Background: an optimization exercise with open tools, aiming at a short achievable clock period and few clock cycles. Do not read the settings as production practice.
RTL that was checked went through simulation tests only; none was proved equivalent to the original.

==> v9: inputs <==
==> flow/design.v <==
`timescale 1ns / 1ps
module RegFile (
    input         clk,
    input         rst,
    input  [4:0]  ra_a,
    input  [4:0]  ra_b,
    output [31:0] rd_a,
    output [31:0] rd_b,
    input         we_x,
    input  [4:0]  wa_x,
    input  [31:0] wd_x,
    input         we_w,
    input  [4:0]  wa_w,
    input  [31:0] wd_w
);
reg [31:0] r [0:31];
integer i;
always @(posedge clk) begin
    if (rst) begin
        for (i = 0; i < 32; i = i + 1) r[i] <= 32'b0;
    end else begin
        if (we_w) r[wa_w] <= wd_w;
        if (we_x) r[wa_x] <= wd_x;
    end
end
assign rd_a = r[ra_a];
assign rd_b = r[ra_b];
endmodule
`timescale 1ns / 1ps
module MultDiv #(
    parameter S  = 4,    
    parameter LS = 2     
) (
    input             clk,
    input             rst,
    input             start,     
    input      [31:0] a,         
    input      [31:0] b,         
    output            busy,
    output            done,      
    output     [31:0] hi,        
    output     [31:0] lo,
    output            hi_neg,
    output            lo_neg
);
function [5:0] lzc;
    input [31:0] x;
    integer j;
    begin
        lzc = 6'd32;
        for (j = 0; j < 32; j = j + 1)
            if (x[j]) lzc = 6'd31 - j[5:0];
    end
endfunction
wire        sa = a[31];
wire        sb = b[31];
wire [31:0] ua = sa ? (32'd0 - a) : a;
wire [31:0] ub = sb ? (32'd0 - b) : b;
wire [5:0]  lza = lzc(ua);
wire [5:0]  lzb = lzc(ub);
wire        qzero = (lza > lzb);
wire [4:0]  k = lzb[4:0] - lza[4:0];             
wire [5-LS-1:0] ncm1 = k[4:LS];                  
wire [5:0]  steps = ({1'b0, ncm1} + 6'd1) << LS;  
wire [31:0] rem0 = (steps == 6'd32) ? 32'd0 : (ua >> steps);
wire [31:0] qd0  = ua << (6'd32 - steps);
reg         r_busy;
reg  [31:0] r_rem, r_qd, r_b;
reg  [5-LS-1:0] r_cnt;                           
reg         r_sq, r_sr;                          
reg  [31:0] rem [0:S];
reg  [31:0] qd  [0:S];
reg  [32:0] t;
reg  [33:0] d;
integer s;
always @(*) begin
    rem[0] = r_rem;
    qd[0]  = r_qd;
    for (s = 0; s < S; s = s + 1) begin
        t = {rem[s], qd[s][31]};
        d = {1'b0, t} - {2'b0, r_b};
        if (!d[33]) begin
            rem[s+1] = d[31:0];
            qd[s+1]  = {qd[s][30:0], 1'b1};
        end else begin
            rem[s+1] = t[31:0];
            qd[s+1]  = {qd[s][30:0], 1'b0};
        end
    end
end
wire last = r_busy && (r_cnt == 0);
assign busy = r_busy;
assign done = (start && qzero) || last;
assign hi     = r_busy ? rem[S] : a;
assign lo     = r_busy ? qd[S]  : 32'd0;
assign hi_neg = r_busy & r_sr;
assign lo_neg = r_busy & r_sq;
always @(posedge clk) begin
    if (rst) begin
        r_busy <= 1'b0;
    end else if (r_busy) begin
        r_rem <= rem[S];
        r_qd  <= qd[S];
        r_cnt <= r_cnt - 1'b1;
        if (last) r_busy <= 1'b0;
    end else if (start && !qzero) begin
        r_busy <= 1'b1;
        r_rem  <= rem0;
        r_qd   <= qd0;
        r_b    <= ub;
        r_cnt  <= ncm1;
        r_sq   <= sa ^ sb;
        r_sr   <= sa;
    end
end
endmodule
`timescale 1ns / 1ps
module CPU (
    input         clk,
    input         reset,
    output [31:0] imem_addr,
    input  [31:0] imem_data,
    output [31:0] dmem_addr,
    output [31:0] dmem_wdata,
    output        dmem_we,
    input  [31:0] dmem_rdata
);
reg rst;
always @(posedge clk) rst <= reset;
reg  [31:0] pc_f;
reg  [31:0] ir, ir_pc;
reg         ir_v;
assign imem_addr = pc_f;
wire [5:0]  op   = ir[31:26];
wire [5:0]  fn   = ir[5:0];
wire [4:0]  ra   = ir[25:21];
wire [4:0]  rb   = ir[20:16];
wire [4:0]  rc   = ir[15:11];
wire [4:0]  sh   = ir[10:6];
wire [15:0] imm  = ir[15:0];
wire [31:0] sext = {{16{imm[15]}}, imm};
wire [31:0] zext = {16'b0, imm};
wire is_r    = (op == 6'h00);
wire f_add   = is_r && (fn == 6'h20);
wire f_sub   = is_r && (fn == 6'h22);
wire f_and   = is_r && (fn == 6'h24);
wire f_or    = is_r && (fn == 6'h25);
wire f_xor   = is_r && (fn == 6'h26);
wire f_slt   = is_r && (fn == 6'h2a);
wire f_sll   = is_r && (fn == 6'h00);
wire f_srl   = is_r && (fn == 6'h02);
wire f_sra   = is_r && (fn == 6'h03);
wire f_sllv  = is_r && (fn == 6'h04);
wire f_srlv  = is_r && (fn == 6'h06);
wire f_srav  = is_r && (fn == 6'h07);
wire f_jr    = is_r && (fn == 6'h08);
wire f_mult  = is_r && (fn == 6'h18);
wire f_div   = is_r && (fn == 6'h1a);
wire f_mfhi  = is_r && (fn == 6'h10);
wire f_mflo  = is_r && (fn == 6'h12);
wire o_j     = (op == 6'h02);
wire o_jal   = (op == 6'h03);
wire o_beq   = (op == 6'h04);
wire o_bne   = (op == 6'h05);
wire o_addi  = (op == 6'h08);
wire o_slti  = (op == 6'h0a);
wire o_andi  = (op == 6'h0c);
wire o_ori   = (op == 6'h0d);
wire o_xori  = (op == 6'h0e);
wire o_lui   = (op == 6'h0f);
wire o_lw    = (op == 6'h23);
wire o_sw    = (op == 6'h2b);
wire r_known = f_add | f_sub | f_and | f_or | f_xor | f_slt | f_sll | f_srl | f_sra |
               f_sllv | f_srlv | f_srav | f_jr | f_mult | f_div | f_mfhi | f_mflo;
wire i_alu   = o_addi | o_slti | o_andi | o_ori | o_xori | o_lui;
wire uses_a  = ~(o_j | o_jal | o_lui | f_sll | f_srl | f_sra | f_mfhi | f_mflo);
wire uses_b  = is_r | o_beq | o_bne | o_sw;
wire [31:0] rf_a, rf_b;
reg         ld_we;
reg  [4:0]  ld_rd;
reg  [31:0] ld_data;
wire [31:0] va = (ld_we && ld_rd == ra) ? ld_data : rf_a;
wire [31:0] vb = (ld_we && ld_rd == rb) ? ld_data : rf_b;
reg         m_we, m_ld;
reg  [4:0]  m_rd;
reg  [31:0] m_addr, m_wdata;
wire lu_stall = ir_v && m_ld && ((uses_a && m_rd == ra) || (uses_b && m_rd == rb));
wire dv_start, dv_busy, dv_done;
wire [31:0] dv_hi, dv_lo;
wire        dv_hi_neg, dv_lo_neg;
wire dv_stall = ir_v && f_div && !lu_stall && !dv_done;
wire x_fire   = ir_v && !lu_stall && !dv_stall;
assign dv_start = ir_v && f_div && !lu_stall && !dv_busy;
wire [31:0] opb   = is_r ? vb : ((o_xori | o_andi | o_ori) ? zext : sext);
wire [31:0] sum   = va + opb;
wire [31:0] diff  = va - opb;
wire        lt    = (va[31] != opb[31]) ? va[31] : diff[31];
wire        varsh = f_sllv | f_srlv | f_srav;
wire [4:0]  amt   = varsh ? va[4:0] : sh;
wire        big   = varsh && (|va[31:5]);
wire [31:0] shl   = big ? 32'd0 : (vb << amt);
wire [31:0] shr   = big ? 32'd0 : (vb >> amt);
wire [31:0] sar0  = $signed(vb) >>> amt;
wire [31:0] sar   = big ? {32{vb[31]}} : sar0;
reg  [31:0] hi, lo;
reg         hi_n, lo_n;
wire [31:0] hi_v = hi_n ? (32'd0 - hi) : hi;
wire [31:0] lo_v = lo_n ? (32'd0 - lo) : lo;
wire [31:0] pc4 = ir_pc + 32'd4;
reg  [31:0] res;
always @(*) begin
    res = 32'd0;
    case (1'b1)
        f_add | o_addi | o_xori: res = sum;
        f_sub:                   res = diff;
        f_and | o_andi:          res = va & opb;
        f_or  | o_ori:           res = va | opb;
        f_xor:                   res = va ^ vb;
        f_slt | o_slti:          res = {31'd0, lt};
        f_sll | f_sllv:          res = shl;
        f_srl | f_srlv:          res = shr;
        f_sra | f_srav:          res = sar;
        f_mfhi:                  res = hi_v;
        f_mflo:                  res = lo_v;
        o_lui:                   res = {imm, 16'd0};
        o_jal:                   res = pc4;
        default:                 res = 32'd0;
    endcase
end
wire       x_wen = r_known | i_alu | o_jal;
wire [4:0] x_wa  = o_jal ? 5'd31 : (is_r ? rc : rb);
wire        eq      = (va == vb);
wire        taken   = (o_beq && eq) || (o_bne && !eq);
wire [31:0] btarget = pc4 + {sext[29:0], 2'b00};
wire [31:0] jtarget = {pc4[31:28], ir[25:0], 2'b00};
wire [31:0] npc     = f_jr ? va : ((o_j | o_jal) ? jtarget : (taken ? btarget : pc4));
wire        redirect = x_fire && (npc != pc_f);
RegFile u_rf (
    .clk(clk), .rst(rst),
    .ra_a(ra), .ra_b(rb), .rd_a(rf_a), .rd_b(rf_b),
    .we_x(x_fire && x_wen), .wa_x(x_wa), .wd_x(res),
    .we_w(ld_we), .wa_w(ld_rd), .wd_w(ld_data)
);
MultDiv u_div (
    .clk(clk), .rst(rst), .start(dv_start), .a(va), .b(vb),
    .busy(dv_busy), .done(dv_done), .hi(dv_hi), .lo(dv_lo),
    .hi_neg(dv_hi_neg), .lo_neg(dv_lo_neg)
);
wire [63:0] prod = $signed(va) * $signed(vb);
always @(posedge clk) begin
    if (rst) begin
        hi   <= 32'd0;
        lo   <= 32'd0;
        hi_n <= 1'b0;
        lo_n <= 1'b0;
    end else if (x_fire && f_mult) begin
        hi   <= prod[63:32];
        lo   <= prod[31:0];
        hi_n <= 1'b0;
        lo_n <= 1'b0;
    end else if (x_fire && f_div) begin
        hi   <= dv_hi;
        lo   <= dv_lo;
        hi_n <= dv_hi_neg;
        lo_n <= dv_lo_neg;
    end
end
localparam BB    = 4;    
localparam PD_J  = 1;    
localparam PD_JR = 1;    
localparam PD_BB = 1;    
reg  [31:0] ras;
wire [31:0] pcf4 = pc_f + 32'd4;
wire [31:0] seq_next;
generate if (BB > 0) begin : g_btb
    reg  [31:0] bt_tgt [0:(1<<BB)-1];
    reg  [31-BB-2:0] bt_tag [0:(1<<BB)-1];
    reg  [(1<<BB)-1:0] bt_v;
    wire [BB-1:0] fi = pc_f[BB+1:2];
    wire [BB-1:0] xi = ir_pc[BB+1:2];
    wire hit = bt_v[fi] && (bt_tag[fi] == pc_f[31:BB+2]);
    assign seq_next = hit ? bt_tgt[fi] : pcf4;
    always @(posedge clk) begin
        if (rst) bt_v <= 0;
        else if (redirect) begin
            bt_v[xi]   <= 1'b1;
            bt_tag[xi] <= ir_pc[31:BB+2];
            bt_tgt[xi] <= npc;
        end
    end
end else begin : g_nobtb
    assign seq_next = pcf4;
end endgenerate
wire [5:0]  d_op  = imem_data[31:26];
wire        d_jmp = PD_J && (d_op[5:1] == 5'b00001);
wire        d_jr  = PD_JR && (d_op == 6'd0) && (imem_data[5:0] == 6'h08);
wire        d_bb  = PD_BB && (d_op[5:1] == 5'b00010) && imem_data[15];
wire [31:0] d_jt  = {pcf4[31:28], imem_data[25:0], 2'b00};
wire [31:0] d_bt  = pcf4 + {{14{imem_data[15]}}, imem_data[15:0], 2'b00};
wire [31:0] f_next = d_jmp ? d_jt : (d_jr ? ras : (d_bb ? d_bt : seq_next));
always @(posedge clk) begin
    if (rst) ras <= 32'd0;
    else if (x_fire && o_jal) ras <= pc4;
end
always @(posedge clk) begin
    if (rst) begin
        pc_f <= 32'd0;
        ir_v <= 1'b0;
    end else if (redirect) begin
        pc_f <= npc;
        ir_v <= 1'b0;
    end else if (!(ir_v && !x_fire)) begin
        pc_f  <= f_next;
        ir    <= imem_data;
        ir_pc <= pc_f;
        ir_v  <= 1'b1;
    end
end
always @(posedge clk) begin
    m_we    <= !reset && !rst && x_fire && o_sw;
    m_ld    <= !rst && x_fire && o_lw;
    m_rd    <= rb;
    m_addr  <= sum;
    m_wdata <= vb;
end
assign dmem_addr  = m_addr;
assign dmem_wdata = m_wdata;
assign dmem_we    = m_we;
always @(posedge clk) begin
    ld_we   <= !rst && m_ld && !(x_fire && x_wen && x_wa == m_rd);
    ld_rd   <= m_rd;
    ld_data <= dmem_rdata;
end
endmodule
==> flow/run.sh <==
#!/bin/bash
# synth_recipe.tcl (not shown) runs the flow's synth.tcl, then flattens the netlist and writes it again
# the make line also repeats each setting of config.mk as NAME=value (left out here)
make -C /OpenROAD-flow-scripts/flow DESIGN_CONFIG=/design/flow/config.mk WORK_HOME=/design/flow/orfs CLKGATE_MAP_FILE= SYNTH_SCRIPT=/design/flow/synth_recipe.tcl finish
==> flow/config.mk <==
export PLATFORM = sky130hd
export DESIGN_NAME = CPU
export DESIGN_NICKNAME = CPU
export VERILOG_FILES = /design/flow/design.v
export SDC_FILE = /design/flow/constraint.sdc
export NUM_CORES = 4
export LEC_CHECK = 0
export CAP_MARGIN = 20
export CORE_MARGIN = 2
export CORE_UTILIZATION = 40
export SLEW_MARGIN = 20
==> flow/constraint.sdc <==
create_clock -name core_clock -period 100.0 [get_ports {clk}]
set_input_delay 20.0000 -clock core_clock [delete_from_list [all_inputs] [get_ports {clk}]]
set_output_delay 20.0000 -clock core_clock [all_outputs]
set_load 0.01 [all_outputs]
==> v28: changes against v9 <==
--- a/flow/design.v
+++ b/flow/design.v
@@ -29,6 +29,6 @@
 `timescale 1ns / 1ps
 module MultDiv #(
-    parameter S  = 4,    
-    parameter LS = 2     
+    parameter S  = 8,    
+    parameter LS = 3     
 ) (
     input             clk,
@@ -39,8 +39,6 @@
     output            busy,
     output            done,      
-    output     [31:0] hi,        
-    output     [31:0] lo,
-    output            hi_neg,
-    output            lo_neg
+    output     [31:0] hi,
+    output     [31:0] lo
 );
 function [5:0] lzc;
@@ -92,8 +90,6 @@
 assign busy = r_busy;
 assign done = (start && qzero) || last;
-assign hi     = r_busy ? rem[S] : a;
-assign lo     = r_busy ? qd[S]  : 32'd0;
-assign hi_neg = r_busy & r_sr;
-assign lo_neg = r_busy & r_sq;
+assign hi   = r_busy ? (r_sr ? (32'd0 - rem[S]) : rem[S]) : a;
+assign lo   = r_busy ? (r_sq ? (32'd0 - qd[S])  : qd[S])  : 32'd0;
 always @(posedge clk) begin
     if (rst) begin
@@ -188,5 +184,4 @@
 wire dv_start, dv_busy, dv_done;
 wire [31:0] dv_hi, dv_lo;
-wire        dv_hi_neg, dv_lo_neg;
 wire dv_stall = ir_v && f_div && !lu_stall && !dv_done;
 wire x_fire   = ir_v && !lu_stall && !dv_stall;
@@ -204,7 +199,4 @@
 wire [31:0] sar   = big ? {32{vb[31]}} : sar0;
 reg  [31:0] hi, lo;
-reg         hi_n, lo_n;
-wire [31:0] hi_v = hi_n ? (32'd0 - hi) : hi;
-wire [31:0] lo_v = lo_n ? (32'd0 - lo) : lo;
 wire [31:0] pc4 = ir_pc + 32'd4;
 reg  [31:0] res;
@@ -221,6 +213,6 @@
         f_srl | f_srlv:          res = shr;
         f_sra | f_srav:          res = sar;
-        f_mfhi:                  res = hi_v;
-        f_mflo:                  res = lo_v;
+        f_mfhi:                  res = hi;
+        f_mflo:                  res = lo;
         o_lui:                   res = {imm, 16'd0};
         o_jal:                   res = pc4;
@@ -244,63 +236,19 @@
 MultDiv u_div (
     .clk(clk), .rst(rst), .start(dv_start), .a(va), .b(vb),
-    .busy(dv_busy), .done(dv_done), .hi(dv_hi), .lo(dv_lo),
-    .hi_neg(dv_hi_neg), .lo_neg(dv_lo_neg)
+    .busy(dv_busy), .done(dv_done), .hi(dv_hi), .lo(dv_lo)
 );
 wire [63:0] prod = $signed(va) * $signed(vb);
 always @(posedge clk) begin
     if (rst) begin
-        hi   <= 32'd0;
-        lo   <= 32'd0;
-        hi_n <= 1'b0;
-        lo_n <= 1'b0;
+        hi <= 32'd0;
+        lo <= 32'd0;
     end else if (x_fire && f_mult) begin
-        hi   <= prod[63:32];
-        lo   <= prod[31:0];
-        hi_n <= 1'b0;
-        lo_n <= 1'b0;
+        hi <= prod[63:32];
+        lo <= prod[31:0];
     end else if (x_fire && f_div) begin
-        hi   <= dv_hi;
-        lo   <= dv_lo;
-        hi_n <= dv_hi_neg;
-        lo_n <= dv_lo_neg;
+        hi <= dv_hi;
+        lo <= dv_lo;
     end
 end
-localparam BB    = 4;    
-localparam PD_J  = 1;    
-localparam PD_JR = 1;    
-localparam PD_BB = 1;    
-reg  [31:0] ras;
-wire [31:0] pcf4 = pc_f + 32'd4;
-wire [31:0] seq_next;
-generate if (BB > 0) begin : g_btb
-    reg  [31:0] bt_tgt [0:(1<<BB)-1];
-    reg  [31-BB-2:0] bt_tag [0:(1<<BB)-1];
-    reg  [(1<<BB)-1:0] bt_v;
-    wire [BB-1:0] fi = pc_f[BB+1:2];
-    wire [BB-1:0] xi = ir_pc[BB+1:2];
-    wire hit = bt_v[fi] && (bt_tag[fi] == pc_f[31:BB+2]);
-    assign seq_next = hit ? bt_tgt[fi] : pcf4;
-    always @(posedge clk) begin
-        if (rst) bt_v <= 0;
-        else if (redirect) begin
-            bt_v[xi]   <= 1'b1;
-            bt_tag[xi] <= ir_pc[31:BB+2];
-            bt_tgt[xi] <= npc;
-        end
-    end
-end else begin : g_nobtb
-    assign seq_next = pcf4;
-end endgenerate
-wire [5:0]  d_op  = imem_data[31:26];
-wire        d_jmp = PD_J && (d_op[5:1] == 5'b00001);
-wire        d_jr  = PD_JR && (d_op == 6'd0) && (imem_data[5:0] == 6'h08);
-wire        d_bb  = PD_BB && (d_op[5:1] == 5'b00010) && imem_data[15];
-wire [31:0] d_jt  = {pcf4[31:28], imem_data[25:0], 2'b00};
-wire [31:0] d_bt  = pcf4 + {{14{imem_data[15]}}, imem_data[15:0], 2'b00};
-wire [31:0] f_next = d_jmp ? d_jt : (d_jr ? ras : (d_bb ? d_bt : seq_next));
-always @(posedge clk) begin
-    if (rst) ras <= 32'd0;
-    else if (x_fire && o_jal) ras <= pc4;
-end
 always @(posedge clk) begin
     if (rst) begin
@@ -311,5 +259,5 @@
         ir_v <= 1'b0;
     end else if (!(ir_v && !x_fire)) begin
-        pc_f  <= f_next;
+        pc_f  <= pc_f + 32'd4;
         ir    <= imem_data;
         ir_pc <= pc_f;
==> v15: changes against v9 <==
--- a/flow/design.v
+++ b/flow/design.v
@@ -29,6 +29,6 @@
 `timescale 1ns / 1ps
 module MultDiv #(
-    parameter S  = 4,    
-    parameter LS = 2     
+    parameter S  = 8,    
+    parameter LS = 3     
 ) (
     input             clk,
@@ -67,23 +67,33 @@
 reg         r_busy;
 reg  [31:0] r_rem, r_qd, r_b;
+reg  [32:0] r_b2;
+reg  [33:0] r_b3;
 reg  [5-LS-1:0] r_cnt;                           
 reg         r_sq, r_sr;                          
-reg  [31:0] rem [0:S];
-reg  [31:0] qd  [0:S];
-reg  [32:0] t;
-reg  [33:0] d;
+reg  [31:0] rem [0:S/2];
+reg  [31:0] qd  [0:S/2];
+reg  [33:0] t;
+reg  [34:0] d1, d2, d3;
 integer s;
 always @(*) begin
     rem[0] = r_rem;
     qd[0]  = r_qd;
-    for (s = 0; s < S; s = s + 1) begin
-        t = {rem[s], qd[s][31]};
-        d = {1'b0, t} - {2'b0, r_b};
-        if (!d[33]) begin
-            rem[s+1] = d[31:0];
-            qd[s+1]  = {qd[s][30:0], 1'b1};
+    for (s = 0; s < S/2; s = s + 1) begin
+        t  = {rem[s], qd[s][31:30]};
+        d1 = {1'b0, t} - {3'b0, r_b};
+        d2 = {1'b0, t} - {2'b0, r_b2};
+        d3 = {1'b0, t} - {1'b0, r_b3};
+        if (!d3[34]) begin
+            rem[s+1] = d3[31:0];
+            qd[s+1]  = {qd[s][29:0], 2'd3};
+        end else if (!d2[34]) begin
+            rem[s+1] = d2[31:0];
+            qd[s+1]  = {qd[s][29:0], 2'd2};
+        end else if (!d1[34]) begin
+            rem[s+1] = d1[31:0];
+            qd[s+1]  = {qd[s][29:0], 2'd1};
         end else begin
             rem[s+1] = t[31:0];
-            qd[s+1]  = {qd[s][30:0], 1'b0};
+            qd[s+1]  = {qd[s][29:0], 2'd0};
         end
     end
@@ -92,6 +102,6 @@
 assign busy = r_busy;
 assign done = (start && qzero) || last;
-assign hi     = r_busy ? rem[S] : a;
-assign lo     = r_busy ? qd[S]  : 32'd0;
+assign hi     = r_busy ? rem[S/2] : a;
+assign lo     = r_busy ? qd[S/2]  : 32'd0;
 assign hi_neg = r_busy & r_sr;
 assign lo_neg = r_busy & r_sq;
@@ -100,6 +110,6 @@
         r_busy <= 1'b0;
     end else if (r_busy) begin
-        r_rem <= rem[S];
-        r_qd  <= qd[S];
+        r_rem <= rem[S/2];
+        r_qd  <= qd[S/2];
         r_cnt <= r_cnt - 1'b1;
         if (last) r_busy <= 1'b0;
@@ -109,4 +119,6 @@
         r_qd   <= qd0;
         r_b    <= ub;
+        r_b2   <= {ub, 1'b0};
+        r_b3   <= {1'b0, ub, 1'b0} + {2'b0, ub};
         r_cnt  <= ncm1;
         r_sq   <= sa ^ sb;
@@ -269,5 +281,5 @@
 localparam PD_J  = 1;    
 localparam PD_JR = 1;    
-localparam PD_BB = 1;    
+localparam PD_BB = 0;    
 reg  [31:0] ras;
 wire [31:0] pcf4 = pc_f + 32'd4;
==> flow/flow/run.sh (new file) <==
#!/bin/bash
# Standard ORFS layout, with ORFS's own repair_timing (after CTS and after
# global routing) asked to keep a setup-slack margin, so that the cells on
# the paths to and from the ports get sized for speed. The SDC is unchanged.
set -euo pipefail
MARGIN=$(cat flow/margin.txt)
bash standard.sh SETUP_SLACK_MARGIN=$MARGIN finish > flow_standard.log 2>&1
==> flow/flow/margin.txt (new file) <==
79.5
==> flow/standard.sh (new file) <==
#!/bin/bash
# synth_recipe.tcl (not shown) runs the flow's synth.tcl, then flattens the netlist and writes it again
# the make line also repeats each setting of config.mk as NAME=value (left out here)
make -C /OpenROAD-flow-scripts/flow DESIGN_CONFIG=/design/flow/config.mk WORK_HOME=/design/flow/orfs CLKGATE_MAP_FILE= SYNTH_SCRIPT=/design/flow/synth_recipe.tcl "${@:-finish}"
ABC_CLOCK_PERIOD_IN_PS = 15000   (was not set)
removed: flow/run.sh
==> qor summary <==
| metric | v9 | v28 | v15 |
|---|---|---|---|
| Result of the run | finished clean | finished clean | finished clean |
| Number of vias after detailed routing | 139000 | 124000 | 155000 |
| Stages on the worst setup path | 17 | 122 | 2 |
| GRT Resource Usage Total | 31.6% | 35.2% | 33.1% |
| Met1 track demand over resource in global routing | 40.6% | 43.0% | 41.1% |
| Met1 wire length | 264 mm | 231 mm | 291 mm |
| Layout-stage area growth over the synthesis result | 10.1% | 9.76% | 10.8% |
| Layout fillers | 40500 | 33700 | 43500 |
| M3 GR Usage | 8.74% | 9.08% | 8.14% |
| Number of tap instances | 5757 | 4730 | 6223 |
| Setup repair after global routing missed its margin | no | no | yes |
| Time the worst path needs with I/O delays and setup | 23.75 ns | 34.43 ns | 21.63 ns |
| Critical path startpoint category | input pin | flop | flop |
| Destination of the worst hold path | ld_rd[4] | ld_rd[1] | ld_rd[0] |
Testbench counts of v9, summed over its fixed seeds: cycles 75,526.
Testbench counts of v28, summed over its fixed seeds: cycles 83,279.
The RTL of v15 was laid out without a check of its function.

-- static timing again, ports no longer ideal --
The results above use ideal ports. As a check the final layouts listed here were re-extracted and re-timed, cells and wires unchanged. Step 1 (the two cells are an assumption about what drives the block):
set clk [get_ports {clk}]
set_driving_cell -lib_cell sky130_fd_sc_hd__clkbuf_16 $clk
set_driving_cell -lib_cell sky130_fd_sc_hd__buf_2 [delete_from_list [all_inputs] $clk]
Step 2 moves the port delays by t, midway between the first and last clock arrival at a register: inputs arrive t later, outputs are due t later. That takes back most of the time a late clock gives input paths. a / b / c = no drivers / after step 1 / after step 2; a / b = the first two.
| run | t (ns) | setup slack, ns | clock arrival spread, ns | pins driven straight from the clock port |
|---|---|---|---|---|
| v9 | 1.058 | 76.254 / 76.347 / 75.289 | 0.091 / 0.091 | 1 |
| v28 | 1.000 | 65.568 / 65.568 / 65.568 | 0.073 / 0.073 | 1 |
| v15 | 1.064 | 78.370 / 78.258 / 77.950 | 0.132 / 0.132 | 1 |
After both steps setup and hold are still met in every run listed. The setup slack of v9, which loses most, moves by +0.093 ns with the drivers and by -0.965 ns with both steps.
